What follows belongs to an exercise in optimizing a design on an open flow for a short achievable clock period and few clock cycles; a production flow would make more cautious choices.
Only simulation tests tie the RTL to the original design; equivalence was not proved.
Power and IR drop assume default switching activity.

$ cat design/flow/design.v
`timescale 1ns/1ps
module black_bean(
    clk,
    rst_n,
    IO_MEM_R_DATA,
    IO_MEM_W_DATA,
    IO_MEM_ADDR,
    IO_MEM_R_EN,
    IO_MEM_W_EN
);
input clk, rst_n;
input  [7:0] IO_MEM_R_DATA;
output [7:0] IO_MEM_W_DATA;
output [7:0] IO_MEM_ADDR;
output       IO_MEM_R_EN;
output       IO_MEM_W_EN;
reg [7:0] ar, dr0, dr1, dr2, cr;
reg [7:0] ir;
reg       ir_v;      
reg       ir_raw;    
reg [7:0] irxv;
reg [7:0] ir_pcx;    
reg [7:0] ir_pcx1;   
reg       ir_sk;     
reg       ir_jc;     
reg       ir_ih;     
reg [7:0] ir_iv;
reg       ph;        
reg k_s1, k_s2, k_s3, k_s4i, k_s4, k_s5, k_s6b, k_s6, k_s7, k_s8, k_s9, k_sc;
reg k_sz;            
reg k_t1, k_t2, k_t3, k_t4, k_t5, k_t6, k_t7, k_tc;
reg k_halt, k_rdalu, k_is62, k_load, k_wr, k_imm, k_nsk;
reg k_war, k_wpc;    
reg k_ldwr;          
reg k_seq;           
reg k_br;            
reg k_jmp;           
reg k_irx;           
reg k_imma;          
reg k_skp;           
reg k_w3, k_w4, k_w5, k_w6, k_w7;   
reg [7:0] ir_npc;    
reg [7:0] ir2;
reg [7:0] ir2_a;     
reg       ir2_h;     
reg [7:0] ir2_hv;
reg [7:0] ir2_a1;    
reg [7:0] ir2_a2;    
reg [7:0] ir2_a3, ir2_a4;   
reg [7:0] fa1_q, fa2_q;
reg       fa_ok;
reg       ir2_sc, ir2_nt, ir2_t2;   
reg [7:0] wa_m1;     
reg       ir2_go;    
reg [7:0] addr_q, wdata_q;
reg [7:0] fl;        
reg       wen_q;
reg       halted;
assign IO_MEM_R_EN   = 1'b1;
assign IO_MEM_ADDR   = addr_q;
assign IO_MEM_W_DATA = wdata_q;
assign IO_MEM_W_EN   = wen_q;
wire [7:0] rd = IO_MEM_R_DATA;
wire [7:0] fa = addr_q;         
wire [7:0] fa1 = fa1_q;
wire [7:0] fa2 = fa2_q;
wire fix = !fa_ok;
wire [7:0] fa_m1 = fl - 8'd1;
wire [7:0] npc  = ir_npc;
wire [7:0] npc1 = npc + 8'd1;
wire [7:0] npc2 = npc + 8'd2;
wire [7:0] ar_m1 = ar - 8'd1;
wire       hit_2 = k_sc ? hit_b : hit_a;
wire [7:0] hv_2  = k_sc ? hv_b : hv_a;
reg  [8:0] sum;
reg        lt, eq, gt;
reg        alu_stale;
reg        c_add, c_cmp, c_jc, c_lt, c_eq, c_gt, c_ge, c_ne, c_le;
wire [7:0] re = ({8{c_add}} & sum[7:0]) |
                ({8{c_cmp}} & (lt ? 8'h3c : eq ? 8'h3d : 8'h3e)) |
                ({8{c_jc}}  & (eq ? ar : ir_pcx));
wire [7:0] ad = {7'd0, c_add & sum[8]};
wire br_take = (c_lt & !lt) | (c_eq & !eq) | (c_gt & !gt) |
               (c_ge & lt)  | (c_ne & eq)  | (c_le & gt);
wire br_hold = !br_take;
wire [7:0] br = br_hold ? ir_pcx : ar;
localparam NIC = 8;
reg  [7:0] ic_op  [0:NIC-1];
reg  [7:0] ic_val [0:NIC-1];
reg  [NIC-1:0] ic_v;
reg  [2:0] ic_rr;               
reg        ins_v;               
reg  [7:0] ins_op, ins_val;
reg        hit_f, hit_a, hit_b;
reg  [7:0] hv_f, hv_a, hv_b;
integer ie;
always @(*) begin
    hit_f = 1'b0; hv_f = 8'h00;
    hit_a = 1'b0; hv_a = 8'h00;
    hit_b = 1'b0; hv_b = 8'h00;
    for (ie = 0; ie < NIC; ie = ie + 1) begin
        if (ic_v[ie] && ic_op[ie] == fl) begin
            hit_f = 1'b1;
            hv_f  = hv_f | ic_val[ie];
        end
        if (ic_v[ie] && ic_op[ie] == ir_pcx) begin
            hit_a = 1'b1;
            hv_a  = hv_a | ic_val[ie];
        end
        if (ic_v[ie] && ic_op[ie] == ir_pcx1) begin
            hit_b = 1'b1;
            hv_b  = hv_b | ic_val[ie];
        end
    end
end
wire [7:0] imm = ir_ih ? ir_iv : rd;
wire [7:0] v = ({8{k_s1 }} & ir)         |
               ({8{k_s2 }} & ir_pcx)     |
               ({8{k_s3 }} & ar)         |
               ({8{k_s4i}} & (dr0 + 8'd1)) |
               ({8{k_s4 }} & dr0)        |
               ({8{k_s5 }} & dr1)        |
               ({8{k_s6b}} & br)         |
               ({8{k_s6 }} & cr)         |
               ({8{k_s7 }} & dr2)        |
               ({8{k_s8 }} & re)         |
               ({8{k_s9 }} & ad)         |
               ({8{k_sc }} & ir_iv);
wire [7:0] wv = k_sz ? 8'h00 : v;    
wire live   = !halted && !ph && ir_v && !ir_raw && fa_ok;
wire stall  = alu_stale && k_rdalu;
wire go     = live && !stall;
wire go_b   = go && k_ldwr;                     
wire br_j   = k_br && br_take;
wire a_jump = go && (k_jmp || br_j);
wire a_irx  = go && k_irx;
wire a_imm  = go && k_imma;                     
wire a_skp  = go && k_skp;                      
wire a_seq  = go && k_seq && !br_j;
wire a_dec  = !halted && !ph && ir_v && ir_raw;   
wire b_ld   = ph && !wen_q;
wire b_wr   = ph && wen_q;
wire b_jump = b_ld && k_t2;
wire b_irx  = b_ld && k_t1;
wire b_next = ph && !b_jump && !b_irx;
wire bubble  = !halted && !ph && !ir_v && fa_ok;
wire fetch   = bubble || a_seq;
wire xfer    = ph && ir2_go;
wire refetch = b_next && !ir2_go;
wire f_sc  = (rd[7:4] == 4'hc);
wire f_tr  = (rd[3:0] != 4'h0) && (rd[3] == 1'b0);
wire f_sk  = f_sc && (!f_tr || hit_f);
wire f_jc  = f_sc && (rd[3:0] == 4'h2) && hit_f;
wire x_sk  = ir2_sc && (ir2_nt || ir2_h);
wire x_jc  = ir2_sc && ir2_t2 && ir2_h;
wire [7:0] ir2_nx = x_jc ? ir2_hv : x_sk ? ir2_a2 : ir2_a1;
wire w_cdd   = live && (k_w4 || k_w5 || k_w6);
wire [7:0] ar_next = (live && k_w3) ? ir_iv : ar;
wire p_take  = !w_cdd && !(live && k_w3 && !k_sc) && !alu_stale &&
               (rd == 8'h62) && br_take;
wire cr_imm = go && k_w6 && k_sc;
wire cr_ld  = b_ld && k_t6;
wire cr_reg = go && k_w6 && !k_sc;
wire [7:0] crn = cr_imm ? imm : cr_ld ? rd : cr;
function [41:0] kdec(input [7:0] x, input h, input sk, input jc);
    reg [3:0] xs, xt;
    reg tr, ldwr, imm, nsk, jmp;
    begin
        xs = x[7:4];
        xt = x[3:0];
        tr   = (xt != 4'h0) && (xt[3] == 1'b0);
        ldwr = ((xs == 4'hd) && tr) || (xt == 4'hc) || (xt == 4'hd);
        imm  = (xs == 4'hc) && tr && !h;
        nsk  = (xs == 4'hc) && !sk;
        jmp  = (xt == 4'h2) && !ldwr && !(xs == 4'h6) && !jc;
        kdec = {
            xs == 4'h1,                                   
            xs == 4'h2,                                   
            xs == 4'h3,                                   
            xs == 4'h4 && xt == 4'h4,                     
            xs == 4'h4 && xt != 4'h4,                     
            xs == 4'h5,                                   
            xs == 4'h6 && xt == 4'h2,                     
            xs == 4'h6 && xt != 4'h2,                     
            xs == 4'h7,                                   
            xs == 4'h8,                                   
            xs == 4'h9,                                   
            xs == 4'hc,                                   
            xs == 4'hc || xs == 4'hd || xs == 4'he,       
            xt == 4'h1,                                   
            xt == 4'h2,                                   
            xt == 4'h3,                                   
            xt == 4'h4,                                   
            xt == 4'h5,                                   
            xt == 4'h6,                                   
            xt == 4'h7,                                   
            xt == 4'hc,                                   
            x == 8'h00,                                   
            xs == 4'h8 || xs == 4'h9 || (xs == 4'h6 && xt == 4'h2),  
            xs == 4'h6 && xt == 4'h2,                     
            xs == 4'hd && tr,                             
            xt == 4'hc || xt == 4'hd,                     
            imm,                                          
            nsk,                                          
            (xs == 4'hd && tr) || ((xt == 4'hd) && (xs != 4'hc)),  
            (xt == 4'hc) || ((xt == 4'hd) && (xs == 4'hc)),       
            ldwr,                                         
            !ldwr && !(x == 8'h00) && !(xt == 4'h1) && !imm && !nsk && !jmp,  
            (xs == 4'h6) && (xt == 4'h2) && !jc,          
            jmp,                                          
            (xt == 4'h1) && !ldwr,                        
            imm && (xt != 4'h1) && (xt != 4'h2),          
            nsk && !imm && (xt != 4'h1) && !ldwr,         
            (xt == 4'h3) && !ldwr,                        
            (xt == 4'h4) && !ldwr,                        
            (xt == 4'h5) && !ldwr,                        
            (xt == 4'h6) && !ldwr,                        
            (xt == 4'h7) && !ldwr                         
        };
    end
endfunction
wire [41:0] kd_f = kdec(rd, hit_f, f_sk, f_jc || p_take);
wire [41:0] kd_x = kdec(ir2, ir2_h, x_sk, x_jc);
wire [41:0] kd_a = kdec(irxv, 1'b0, 1'b0, 1'b0);
wire [41:0] kd   = xfer ? kd_x : a_dec ? kd_a : kd_f;
wire [7:0]  nb   = xfer ? ir2 : a_dec ? irxv : rd;
wire        nsk  = xfer ? x_sk : a_dec ? 1'b0 : f_sk;
wire        nh   = xfer ? ir2_h : a_dec ? 1'b0 : hit_f;
wire [7:0]  npc_n = xfer  ? (ir2_sc ? ir2_a2 : ir2_a1) :
                    a_dec ? ((irxv[7:4] == 4'hc) ? ir_pcx1 : ir_pcx) :
                            (f_sc ? fa2 : fa1);
wire hold   = halted || fix || (!ph && ir_v && (ir_raw || stall || k_halt));
wire s_fpt  = fetch && p_take;
wire s_fjc  = fetch && f_jc;
wire s_fsk  = fetch && f_sk && !f_jc;
wire s_f1   = fetch && !f_sk && !p_take;
wire s_npc  = a_irx || b_irx || a_imm || a_skp;
wire [7:0] addr_n = ({8{go_b && k_war}}     & ar)      |
                    ({8{go_b && k_wpc}}     & ir_pcx)  |
                    ({8{xfer}}              & ir2_nx)  |
                    ({8{a_jump && k_sc}}    & imm)     |
                    ({8{a_jump && !k_sc}}   & v)       |
                    ({8{b_jump}}            & rd)      |
                    ({8{s_npc}}             & npc)     |
                    ({8{refetch}}           & ir2_a)   |
                    ({8{s_fpt}}             & ar_next) |
                    ({8{s_fjc}}             & hv_f)    |
                    ({8{s_fsk}}             & fa2)     |
                    ({8{s_f1}}              & fa1)     |
                    ({8{hold}}              & fa);
wire [7:0] rd1 = rd + 8'd1;
wire [7:0] rd2 = rd + 8'd2;
wire [7:0] hv_f1 = hv_f + 8'd1;
wire [7:0] hv_f2 = hv_f + 8'd2;
wire [7:0] ir2_hv1 = ir2_hv + 8'd1;
wire [7:0] ir2_hv2 = ir2_hv + 8'd2;
wire [7:0] an1 = (live && k_w3) ? ir_iv + 8'd1 : ar + 8'd1;
wire [7:0] an2 = (live && k_w3) ? ir_iv + 8'd2 : ar + 8'd2;
wire [7:0] fa3 = fa2_q + 8'd1;
wire [7:0] fa4 = fa2_q + 8'd2;
wire [7:0] addr_n1 = ({8{xfer}}              & (x_jc ? ir2_hv1 : x_sk ? ir2_a3 : ir2_a2)) |
                     ({8{a_jump && k_sc}}    & rd1)     |
                     ({8{b_jump}}            & rd1)     |
                     ({8{s_npc}}             & npc1)    |
                     ({8{refetch}}           & ir2_a1)  |
                     ({8{s_fpt}}             & an1)     |
                     ({8{s_fjc}}             & hv_f1)   |
                     ({8{s_fsk}}             & fa3)     |
                     ({8{s_f1}}              & fa2_q)   |
                     ({8{hold && !fix}}      & fa1_q)   |
                     ({8{fix}}               & (fa + 8'd1));
wire [7:0] addr_n2 = ({8{xfer}}              & (x_jc ? ir2_hv2 : x_sk ? ir2_a4 : ir2_a3)) |
                     ({8{a_jump && k_sc}}    & rd2)     |
                     ({8{b_jump}}            & rd2)     |
                     ({8{s_npc}}             & npc2)    |
                     ({8{refetch}}           & ir2_a2)  |
                     ({8{s_fpt}}             & an2)     |
                     ({8{s_fjc}}             & hv_f2)   |
                     ({8{s_fsk}}             & fa4)     |
                     ({8{s_f1}}              & fa3)     |
                     ({8{hold && !fix}}      & fa2_q)   |
                     ({8{fix}}               & (fa + 8'd2));
always @(posedge clk) begin
    sum <= {1'b0, dr0} + {1'b0, dr1};
    lt  <= dr0 < dr1;
    eq  <= dr0 == dr1;
    gt  <= dr0 > dr1;
    c_add <= crn == 8'h11;
    c_cmp <= crn == 8'h01;
    c_jc  <= crn == 8'h10;
    c_lt  <= crn == 8'h01;
    c_eq  <= crn == 8'h02;
    c_gt  <= crn == 8'h03;
    c_ge  <= crn == 8'h04;
    c_ne  <= crn == 8'h05;
    c_le  <= crn == 8'h06;
    ins_op  <= fa_m1;
    ins_val <= rd;
    if (ins_v) begin
        ic_op[ic_rr]  <= ins_op;
        ic_val[ic_rr] <= ins_val;
    end
    if (b_wr) begin
        for (ie = 0; ie < NIC; ie = ie + 1)
            if (ic_op[ie] == wa_m1) ic_val[ie] <= wdata_q;
    end
    ir2    <= rd;
    ir2_a  <= npc;
    ir2_a1 <= npc1;
    ir2_h  <= hit_2;
    ir2_hv <= hv_2;
    ir2_a2 <= npc2;
    ir2_a3 <= npc + 8'd3;
    ir2_a4 <= npc + 8'd4;
    ir2_sc <= f_sc;
    ir2_nt <= !f_tr;
    ir2_t2 <= (rd[3:0] == 4'h2);
    wdata_q <= wv;
    wa_m1  <= k_wpc ? ir_pcx - 8'd1 : ar_m1;
    ir2_go <= !k_nsk && !(k_load && (k_t1 || k_t2)) &&
              !(k_wr && (k_wpc ? !k_sc : (ar == npc || (hit_2 && ar_m1 == npc))));
    irxv <= (b_irx || k_imm) ? rd : v;
    if (fetch || xfer || a_dec) begin
        ir     <= nb;
        ir_raw <= 1'b0;
        if (!a_dec) begin
            ir_pcx  <= xfer ? ir2_a1 : fa1;
            ir_pcx1 <= xfer ? ir2_a2 : fa2;
            ir_sk   <= nsk;
            ir_jc   <= xfer ? x_jc : (f_jc || p_take);
            ir_ih   <= nh;
            ir_iv   <= xfer ? ir2_hv : hv_f;
        end
        {k_s1, k_s2, k_s3, k_s4i, k_s4, k_s5, k_s6b, k_s6, k_s7, k_s8, k_s9,
         k_sc, k_sz, k_t1, k_t2, k_t3, k_t4, k_t5, k_t6, k_t7, k_tc,
         k_halt, k_rdalu, k_is62, k_load, k_wr, k_imm, k_nsk, k_war, k_wpc,
         k_ldwr, k_seq, k_br, k_jmp, k_irx, k_imma, k_skp,
         k_w3, k_w4, k_w5, k_w6, k_w7} <= kd;
        ir_npc  <= npc_n;
    end
    if (a_irx || b_irx) begin
        ir_raw  <= 1'b1;
        ir_pcx  <= npc;
        ir_pcx1 <= npc1;
        ir_npc  <= npc;      
        ir_sk   <= 1'b0;
        ir_jc   <= 1'b0;
        ir_ih   <= 1'b0;
    end
end
always @(posedge clk) begin
    if (!rst_n) begin
        ar <= 8'h00; dr0 <= 8'h00; dr1 <= 8'h00; dr2 <= 8'h00; cr <= 8'h00;
        ir_v    <= 1'b0;
        ph      <= 1'b0;
        addr_q  <= 8'h00;
        fl      <= 8'h01;
        fa1_q   <= 8'h01;
        fa2_q   <= 8'h02;
        fa_ok   <= 1'b1;
        wen_q   <= 1'b0;
        halted  <= 1'b0;
        alu_stale <= 1'b1;
        ic_v    <= {NIC{1'b0}};
        ic_rr   <= 3'd0;
        ins_v   <= 1'b0;
    end else begin
        if (go && !k_imm) begin
            if (k_w3) ar  <= v;
            if (k_w4) dr0 <= v;
            if (k_w5) dr1 <= v;
            if (k_w6) cr  <= v;
            if (k_w7) dr2 <= v;
        end
        if (go && k_imm) begin
            if (k_w3) ar  <= rd;
            if (k_w4) dr0 <= rd;
            if (k_w5) dr1 <= rd;
            if (k_w6) cr  <= rd;
            if (k_w7) dr2 <= rd;
        end
        if (b_ld) begin
            if (k_t3) ar  <= rd;
            if (k_t4) dr0 <= rd;
            if (k_t5) dr1 <= rd;
            if (k_t6) cr  <= rd;
            if (k_t7) dr2 <= rd;
        end
        alu_stale <= (go && (k_w4 || k_w5 || cr_reg)) || (b_ld && (k_t4 || k_t5));
        if (live && k_halt)
            halted <= 1'b1;
        ins_v <= live && k_imm;
        if (ins_v) begin
            ic_v[ic_rr] <= 1'b1;
            ic_rr       <= ic_rr + 3'd1;
        end
        addr_q <= addr_n;
        fl     <= addr_n;
        fa1_q  <= addr_n1;
        fa2_q  <= addr_n2;
        fa_ok  <= !(a_jump && !k_sc);
        wen_q  <= go_b && k_wr;
        ph     <= go_b;
        if (fetch || xfer || a_dec || a_irx || b_irx)
            ir_v <= 1'b1;
        if (a_jump || b_jump || a_imm || a_skp || refetch)
            ir_v <= 1'b0;
    end
end
endmodule
$ cat design/flow/run.sh
#!/bin/bash
# synth_recipe.tcl (not shown) runs the flow's synth.tcl, then flattens the netlist and writes it again
# the make line also repeats each setting of config.mk as NAME=value (left out here)
make -C /OpenROAD-flow-scripts/flow DESIGN_CONFIG=/design/flow/config.mk WORK_HOME=/design/flow/orfs CLKGATE_MAP_FILE= SYNTH_SCRIPT=/design/flow/synth_recipe.tcl finish
$ cat design/flow/config.mk
export PLATFORM = sky130hd
export DESIGN_NAME = black_bean
export DESIGN_NICKNAME = black_bean
export VERILOG_FILES = /design/flow/design.v
export SDC_FILE = /design/flow/constraint.sdc
export NUM_CORES = 4
export LEC_CHECK = 0
export ABC_CLOCK_PERIOD_IN_PS = 1200
export CAP_MARGIN = 20
export CORE_MARGIN = 2
export CORE_UTILIZATION = 45
export PLACE_DENSITY = 0.65
export SETUP_SLACK_MARGIN = 3
export SLEW_MARGIN = 20
export TNS_END_PERCENT = 100
$ cat design/flow/constraint.sdc
create_clock -name core_clock -period 5.5 [get_ports {clk}]
set_input_delay 1.1000 -clock core_clock [delete_from_list [all_inputs] [get_ports {clk}]]
set_output_delay 1.1000 -clock core_clock [all_outputs]
set_load 0.01 [all_outputs]
==> summary.txt <==
==> cells in the mapped netlist (all sizes together) (53+ instances only) <==
master / count
nor3: 62
clkbuf: 175
a22oi: 63
mux2: 101
edfxtp: 208
a21oi: 109
nand3: 98
o21ai: 97
nand2: 261
inv: 53
nand4: 77
dfxtp: 194
buf: 59
nor2: 213
xor2: 123
mux2i: 94
xnor2: 253
==> stage by stage <==
| step | hold slack (ns) | instances | total power, mW | setup slack [ns] | instance area, µm² |
|---|---|---|---|---|---|
| after floorplan | 0.3462 | 2767 | 9.048 | 2.428 | 25810 |
| after global placement | 0.4015 | 3396 | 11.65 | 1.379 | 26630 |
| after detailed placement | 0.4117 | 3399 | 11.70 | 1.375 | 26660 |
| after CTS | 0.4116 | 3740 | 16.62 | 2.568 | 31660 |
| after global routing | 0.4504 | 3793 | 17.94 | 2.478 | 32570 |
| final | 0.4180 | 3794 | 17.47 | 2.499 | 32570 |
==> area by class of cell <==
class                   instances  area share (%)
multi-input cells            2078           48.14
diodes                          1        0.007683
repair inverters                3         0.06914
flip-flops and latches        402           31.38
repair buffers                414           12.13
inverters                      54          0.7183
well taps                     756           2.904
clock inverters                16          0.3995
clock buffers                  70           4.260
==> worst min path at each step <==
stage,from,to,slack (ns)
after global routing,k_nsk,ir2_go,0.45
after detailed placement,k_nsk,ir2_go,0.41
final,k_nsk,ir2_go,0.42
after global placement,k_nsk,ir2_go,0.40
after floorplan,ir_npc[6],ir2_a[6],0.35
after CTS,k_nsk,ir2_go,0.41
==> what timing repair did <==
action,CTS,global route
pin swaps,95,47
gates cloned,5,1
setup buffers,250,52
resized for setup,403,105
setup endpoints to repair,373,143
==> kinds of logic after synthesis <==
logic type / count (synthesis) / synth area share [%]
and+or+nand+nor: 876 / 16.57
AOI/OAI and AO/OA: 582 / 15.81
DFF: 402 / 39.60
xor gates and xnor gates: 376 / 12.88
buffers and inverters: 288 / 4.672
muxes: 195 / 8.125
adders and majority gates: 47 / 2.329
other: 1 / 0.01466
==> routing by layer <==
layer / vias up / wire length (µm)
li1: 10591 / -
met3: 426 / 14360
met2: 1875 / 49970
met1: 12329 / 47220
met4: 2 / 7306
met5: - / 12
==> power by group through the flow <==
stage	clock [mW]	combinational, mW	sequential (mW)
floorplan	0	4.40	4.65
global placement	0	5.47	6.18
detailed placement	0	5.51	6.19
CTS	3.17	7.74	5.71
global route	3.29	8.83	5.82
finish	3.17	8.51	5.80
==> results.ini <==
[pwr]
p_int_mw=9.753
netSwitchingPower_mw=7.719
combPwrFrac_pct=48.7
pwr-share-seq_pct=33.2
p_sw_share_pct=44.18
peakVddDrop_v=0.0003394
power_density_mw_per_mm2=536.4
p_leak_nw=12.43
clkPwrFrac_pct=18.1

[setup_path]
cp.required_ns=5.93
crit_type=reg2reg
crit_fanout=5
slowest_stage=dfxtp_4
path_depth=12
worstSetupStartpointType=register
critPathTopFamily=simple AND/OR/NAND/NOR gates
startpoint=addr_q[3]
r2r_start=addr_q[3]
reg2reg_slack_ns=2.50
path_buf_inv=3
reg2regPathDepth=12
critPathMaxStageDelay_ns=0.41
cp-end-kind=register
cp-endpoint=fl[0]
arrival_ns=3.43
crit_chain=buf_8 -> xor2_1 -> nor4_4 -> and3_4 -> nor4_4 -> buf_6 -> and3_4 -> nor3_4 -> buf_4 -> a221o_1 -> a211oi_2 -> nand2_1
reg2reg_to=fl[0]

[global_route]
use_met3_pct=10.14
first_global_vias=23568
use_met2_pct=57.26
grt_max_degree=64
grt_util_all_layers_pct=38.99
top_usage_layer=met2
grt_first_pass_wirelength_um=168500
overflow=0
use_met1_pct=52.56
antenna_found_initial=1

[synth]
synth_area_mm2=0.02558
synth_edf_count=208
ys_warn_count=1
synth_area_leaders=edfxtp_1 (24%), dfxtp_1 (15%), xnor2_1 (8.7%), mux2_2 (4.4%), xor2_1 (4.2%)
synth_cells=2767
ys.flop_type=edfxtp_1
seq_area_frac_synth_pct=39.60
yosys.cell_types.count=83
async_reset_ff_share_pct=0
yosys_register_bits=402
synth_top_area_share_pct=24.42
syn-num-nets=2824
synth_top_area_cell=edfxtp_1
syn_avg_cell_area_um2=9.244

[die]
die_w_um=242.4
rows=87
io_pins=28
core-area_mm2=0.05628
initial_utilization_pct=45.45
dieArea_mm2=0.05876
fp.dieH_um=242.4

[clock_network]
cts_hold_buf=0
h-tree-depth=2
cts_buffers=47
clkSinkCount=402
insertion_delay_ns=0.61
cts_tree=done
clk_pin_slew_worst_paths_ns=0.06
cts_buffer_depth=3
cts-root-buf=clkbuf_16

[drt]
wl_per_cell_um=31.33
routed_via_density=6.648
drt_first_pass_iters=6
drt_iter0_markers=3644
drt_wl_total_um=118900
route.detailed.drc=0
detail-route-antenna-nets=0
vias=25223

[timing]
fin_skew_ns=0.02634
maxSlewViolCount=0
period_share_pct=54.56
fmaxAchievable_mhz=333.2
finalHoldViolations=0
worstMarginPinSlew_ns=1.132
fin_setup_tns_ns=0
setup_viol=0
timing.final.crit_period_ns=3.001
rsz0062_at_grt=yes
max_slew_margin_pct=24.51

[min_path]
hold_path_depth=1
hold_class=reg2reg

[placement]
portBuffers=26
place_hpwl_um=80060
place.gp.congestion=1.023

[final_layout]
fin_util_pct=57.88
area_growth_pct=27.35
fill_cells=4955
multi_input_area_mm2=0.01568
fin_nets=3057
final_cell_mix=buf_4 (258), nand2_1 (250), xnor2_1 (247), edfxtp_1 (208), nor2_1 (205)
final_common_cell=buf_4
ff_latch_area_mm2=0.01022
drive_gt1_share_pct=27.69
reg_top3=ic_op (64), ic_val (64), sum (9)

[status]
status=finished clean

[flow_run]
drv_cap=0

Testbench counts, summed over its fixed seeds: cycles 272,325.

-- what the ideal ports hide --
No port has a modelled driver above. Below, the same layout with a new extraction and two added sets of constraints.
Step 1 assumes that a clkbuf_16 drives the clock port and a buf_2 every other input.
Step 2 moves the port delays by t, midway between the first and last clock arrival at a register: inputs arrive t later, outputs are due t later. That takes back most of the time a late clock gives input paths.
a / b / c = ideal ports / drivers / drivers and shift; a / b = the first two.
t (ns): 0.654
slack for setup (ns): 2.499 / 2.499 / 2.022
hold slack, ns: 0.418 / 0.418 / 0.418
worst setup path after step 2: input to register
slew at the worst register clock pin (ns): 0.07 / 0.07
After both steps this run still meets setup and hold. The setup slack of this run moves by 0.000 ns with the drivers and by -0.477 ns with both steps.
